Context: an optimization exercise on an open-source flow, tuned for small area, a short achievable clock period and few clock cycles per item. The choices shown serve that exercise and are no tape-out recipe.

## old
==> flow/design.v <==
module huffman_top (
    input         clk,
    input         reset,
    input         gray_valid,
    input  [7:0]  gray_data,
    output        CNT_valid,
    output [47:0] CNT,
    output        code_valid,
    output [47:0] HC,
    output [47:0] M
);
reg        vld, srt, mrg, clr, cnt_v, code_v, srt_d, mrg_d;
reg  [4:1] F;
always @(posedge clk or posedge reset) begin
    if (reset) begin
        vld <= 1'b0; srt <= 1'b0; mrg <= 1'b0; clr <= 1'b1;
        F <= 4'b0; cnt_v <= 1'b0; code_v <= 1'b0;
        srt_d <= 1'b0; mrg_d <= 1'b0;
    end else begin
        vld    <= gray_valid;
        cnt_v  <= vld && !gray_valid;
        code_v <= mrg && !F[1];
        clr    <= mrg && !F[1];
        srt_d  <= srt;
        mrg_d  <= mrg;
        if (vld && !gray_valid) begin
            srt <= 1'b1;
            F   <= 4'b1111;
        end else if (srt || mrg) begin
            if (!F[1]) begin
                srt <= 1'b0;
                mrg <= srt;
                F   <= {4{srt}};
            end else
                F <= {1'b0, F[4:2]};
        end
    end
end
reg  [6:0] R [0:5];
reg  [2:0] p [0:5];
reg  [4:0] hc [0:5];
reg  [4:0] mk [0:5];
reg  [5:1] bq;
wire [6:0] sum = R[0] + R[1];
wire [6:0] X = ({7{srt}} & R[0]) | ({7{mrg}} & sum);
wire [7:0] b;
assign b[0] = 1'b0;
assign b[1] = srt && (F[1] || R[1] < X);
assign b[2] = (srt && F[2]) || R[2] < X;
assign b[3] = (srt && F[3]) || R[3] < X;
assign b[4] = (srt && F[4]) || R[4] < X;
assign b[5] = R[5] < X;
assign b[6] = 1'b0;
assign b[7] = 1'b0;
wire [5:0] inc;
genvar g;
generate for (g = 0; g < 6; g = g + 1) begin : sym
    assign inc[g] = gray_valid && (gray_data[2:0] == ((g == 5) ? 3'd1 : g + 2));
end endgenerate
integer m;
reg [6:0] r1, r2, ra, rb;
reg       s1, s0;
always @(posedge clk) begin
    for (m = 0; m < 6; m = m + 1) begin
        r1 = (m < 5) ? R[m + 1] : 7'd127;
        r2 = (m < 4) ? R[m + 2] : 7'd127;
        ra = srt ? r1 : r2;
        rb = mrg ? r1 : R[m] + inc[m];
        s1 = (srt && b[m + 1]) || (mrg && b[m + 2]);
        s0 = (srt && b[m]) || (mrg && b[m + 1]) || ((srt || mrg) && m == 0) || clr;
        R[m] <= s1 ? ra : s0 ? X : rb;
    end
    bq <= b[5:1];
end
wire [5:1] t = srt_d ? bq[5:1] : {1'b0, bq[5:2]};
wire [2:0] q = {t[4], t[2] & !t[4], (t[1] & !t[2]) | (t[3] & !t[4]) | t[5]};
integer k;
reg [2:0] pc;
reg       bp;
always @(posedge clk) begin
    for (k = 0; k < 6; k = k + 1) begin
        bp = (p[k] == 3'd0) ? 1'b0 : bq[p[k]];
        if (srt_d)
            pc = (p[k] == 3'd0) ? q : bp ? p[k] - 3'd1 : p[k];
        else if (mrg_d)
            pc = (p[k] < 3'd2) ? q : bp ? p[k] - 3'd2 : p[k] - 3'd1;
        else
            pc = p[k];
        if (srt || mrg)
            p[k] <= pc;
        else
            p[k] <= (k == 0) ? 3'd5 : k - 1;
        if (mrg && pc < 3'd2) begin
            mk[k] <= {mk[k][3:0], 1'b1};
            hc[k] <= hc[k] | ((pc == 3'd0) ? ({mk[k][3:0], 1'b1} & ~mk[k]) : 5'd0);
        end else if (!mrg) begin
            mk[k] <= 5'd0;
            hc[k] <= 5'd0;
        end
    end
end
assign CNT_valid  = cnt_v;
assign code_valid = code_v;
assign CNT = {1'b0, R[5], 1'b0, R[0], 1'b0, R[1], 1'b0, R[2], 1'b0, R[3], 1'b0, R[4]};
assign HC  = {3'b0, hc[0], 3'b0, hc[1], 3'b0, hc[2], 3'b0, hc[3], 3'b0, hc[4], 3'b0, hc[5]};
assign M   = {3'b0, mk[0], 3'b0, mk[1], 3'b0, mk[2], 3'b0, mk[3], 3'b0, mk[4], 3'b0, mk[5]};
endmodule
export LEC_CHECK = 0
export CAP_MARGIN = 20
export CORE_MARGIN = 2
export CORE_UTILIZATION = 40
export SLEW_MARGIN = 20
create_clock -name core_clock -period 10.0 [get_ports {clk}]
standard.sh (not shown) runs the stock make flow with config.mk's settings and CLKGATE_MAP_FILE= SYNTH_SCRIPT=/design/flow/synth_recipe.tcl, a recipe that flattens the netlist after the stock synthesis.
==> flow/flow/run.sh <==
#!/bin/bash
set -euo pipefail
export BUFFER_PORTS_ARGS="-buffer_cell sky130_fd_sc_hd__buf_1"
bash standard.sh finish > flow.log 2>&1
Changes in new relative to old:
--- a/flow/design.v
+++ b/flow/design.v
@@ -8,22 +8,19 @@
     output        code_valid,
     output [47:0] HC,
     output [47:0] M
 );
-reg        vld, srt, mrg, clr, cnt_v, code_v, srt_d, mrg_d;
+reg        vld, srt, mrg, clr, cnt_v, code_v;
 reg  [4:1] F;
 always @(posedge clk or posedge reset) begin
     if (reset) begin
         vld <= 1'b0; srt <= 1'b0; mrg <= 1'b0; clr <= 1'b1;
         F <= 4'b0; cnt_v <= 1'b0; code_v <= 1'b0;
-        srt_d <= 1'b0; mrg_d <= 1'b0;
     end else begin
         vld    <= gray_valid;
         cnt_v  <= vld && !gray_valid;
         code_v <= mrg && !F[1];
         clr    <= mrg && !F[1];
-        srt_d  <= srt;
-        mrg_d  <= mrg;
         if (vld && !gray_valid) begin
             srt <= 1'b1;
             F   <= 4'b1111;
         end else if (srt || mrg) begin
@@ -39,9 +36,8 @@
 reg  [6:0] R [0:5];
 reg  [2:0] p [0:5];
 reg  [4:0] hc [0:5];
 reg  [4:0] mk [0:5];
-reg  [5:1] bq;
 wire [6:0] sum = R[0] + R[1];
 wire [6:0] X = ({7{srt}} & R[0]) | ({7{mrg}} & sum);
 wire [7:0] b;
 assign b[0] = 1'b0;
@@ -69,31 +65,38 @@
         s1 = (srt && b[m + 1]) || (mrg && b[m + 2]);
         s0 = (srt && b[m]) || (mrg && b[m + 1]) || ((srt || mrg) && m == 0) || clr;
         R[m] <= s1 ? ra : s0 ? X : rb;
     end
-    bq <= b[5:1];
 end
-wire [5:1] t = srt_d ? bq[5:1] : {1'b0, bq[5:2]};
-wire [2:0] q = {t[4], t[2] & !t[4], (t[1] & !t[2]) | (t[3] & !t[4]) | t[5]};
+wire [5:1] t = srt ? b[5:1] : {1'b0, b[5:2]};
+wire [2:0] q = {t[3], t[2] & !t[5], t[1] & !t[4]};
+function [2:0] jdec1(input [2:0] j);    
+    jdec1 = {!j[0], j[2], j[1]};
+endfunction
+function [2:0] jdec2(input [2:0] j);    
+    jdec2 = {!j[1], !j[0], j[2]};
+endfunction
+function [5:0] jhot(input [2:0] j);     
+    jhot = {j[2] & !j[1], j[1] & !j[0], j[2] & j[0], !j[2] & j[1], !j[1] & j[0], !j[2] & !j[0]};
+endfunction
+localparam [17:0] PINIT = {3'b110, 3'b111, 3'b011, 3'b001, 3'b000, 3'b100};
 integer k;
-reg [2:0] pc;
-reg       bp;
+reg [5:0] h;
+reg       bp, first2;
 always @(posedge clk) begin
     for (k = 0; k < 6; k = k + 1) begin
-        bp = (p[k] == 3'd0) ? 1'b0 : bq[p[k]];
-        if (srt_d)
-            pc = (p[k] == 3'd0) ? q : bp ? p[k] - 3'd1 : p[k];
-        else if (mrg_d)
-            pc = (p[k] < 3'd2) ? q : bp ? p[k] - 3'd2 : p[k] - 3'd1;
+        h = jhot(p[k]);
+        bp = |(h[5:1] & b[5:1]);
+        first2 = h[0] | h[1];
+        if (srt)
+            p[k] <= h[0] ? q : bp ? jdec1(p[k]) : p[k];
+        else if (mrg)
+            p[k] <= first2 ? q : bp ? jdec2(p[k]) : jdec1(p[k]);
         else
-            pc = p[k];
-        if (srt || mrg)
-            p[k] <= pc;
-        else
-            p[k] <= (k == 0) ? 3'd5 : k - 1;
-        if (mrg && pc < 3'd2) begin
+            p[k] <= PINIT[3 * k +: 3];
+        if (mrg && first2) begin
             mk[k] <= {mk[k][3:0], 1'b1};
-            hc[k] <= hc[k] | ((pc == 3'd0) ? ({mk[k][3:0], 1'b1} & ~mk[k]) : 5'd0);
+            hc[k] <= hc[k] | (h[0] ? ({mk[k][3:0], 1'b1} & ~mk[k]) : 5'd0);
         end else if (!mrg) begin
             mk[k] <= 5'd0;
             hc[k] <= 5'd0;
         end
--- outcome ---
Taking old as 1.0, new lands at 0.949 on clock net sink count. Slew at the pin closest to its max-slew limit, new and old: lower on new. Taking new as 1.0, old lands at 1.18 on total wirelength of the detailed-routed design. new reports a lower synthesized cell count than old does. Cells: new has fewer instances than old. Re combined area of all synthesized cells: new and old aren't equal, and the lower value belongs to new.
Function was not checked in any run of this note: the RTL went through the layout flow alone.

## what the ideal ports hide
How much do the figures lean on ideal ports? The routed layouts below were timed once more, with nothing changed but the port constraints. Step 1 assumes that a clkbuf_16 drives the clock port and a buf_2 every other input. Step 2 moves the port delays by t, midway between the first and last clock arrival at a register: inputs arrive t later, outputs are due t later. That takes back most of the time a late clock gives input paths. Three values: ideal, step 1, step 2; two values: the first two.
| run | shift t [ns] | slack for setup (ns) | clock arrival spread, ns | slew at the worst register clock pin (ns) | worst slew at a driven data input, ns |
|---|---|---|---|---|---|
| old | 0.470 | 5.625 / 5.625 / 5.625 | 0.013 / 0.013 | 0.07 / 0.07 | 0.04 |
| new | 0.463 | 5.251 / 5.251 / 5.251 | 0.010 / 0.010 | 0.06 / 0.06 | 0.03 |
After both steps every run listed still meets setup and hold.
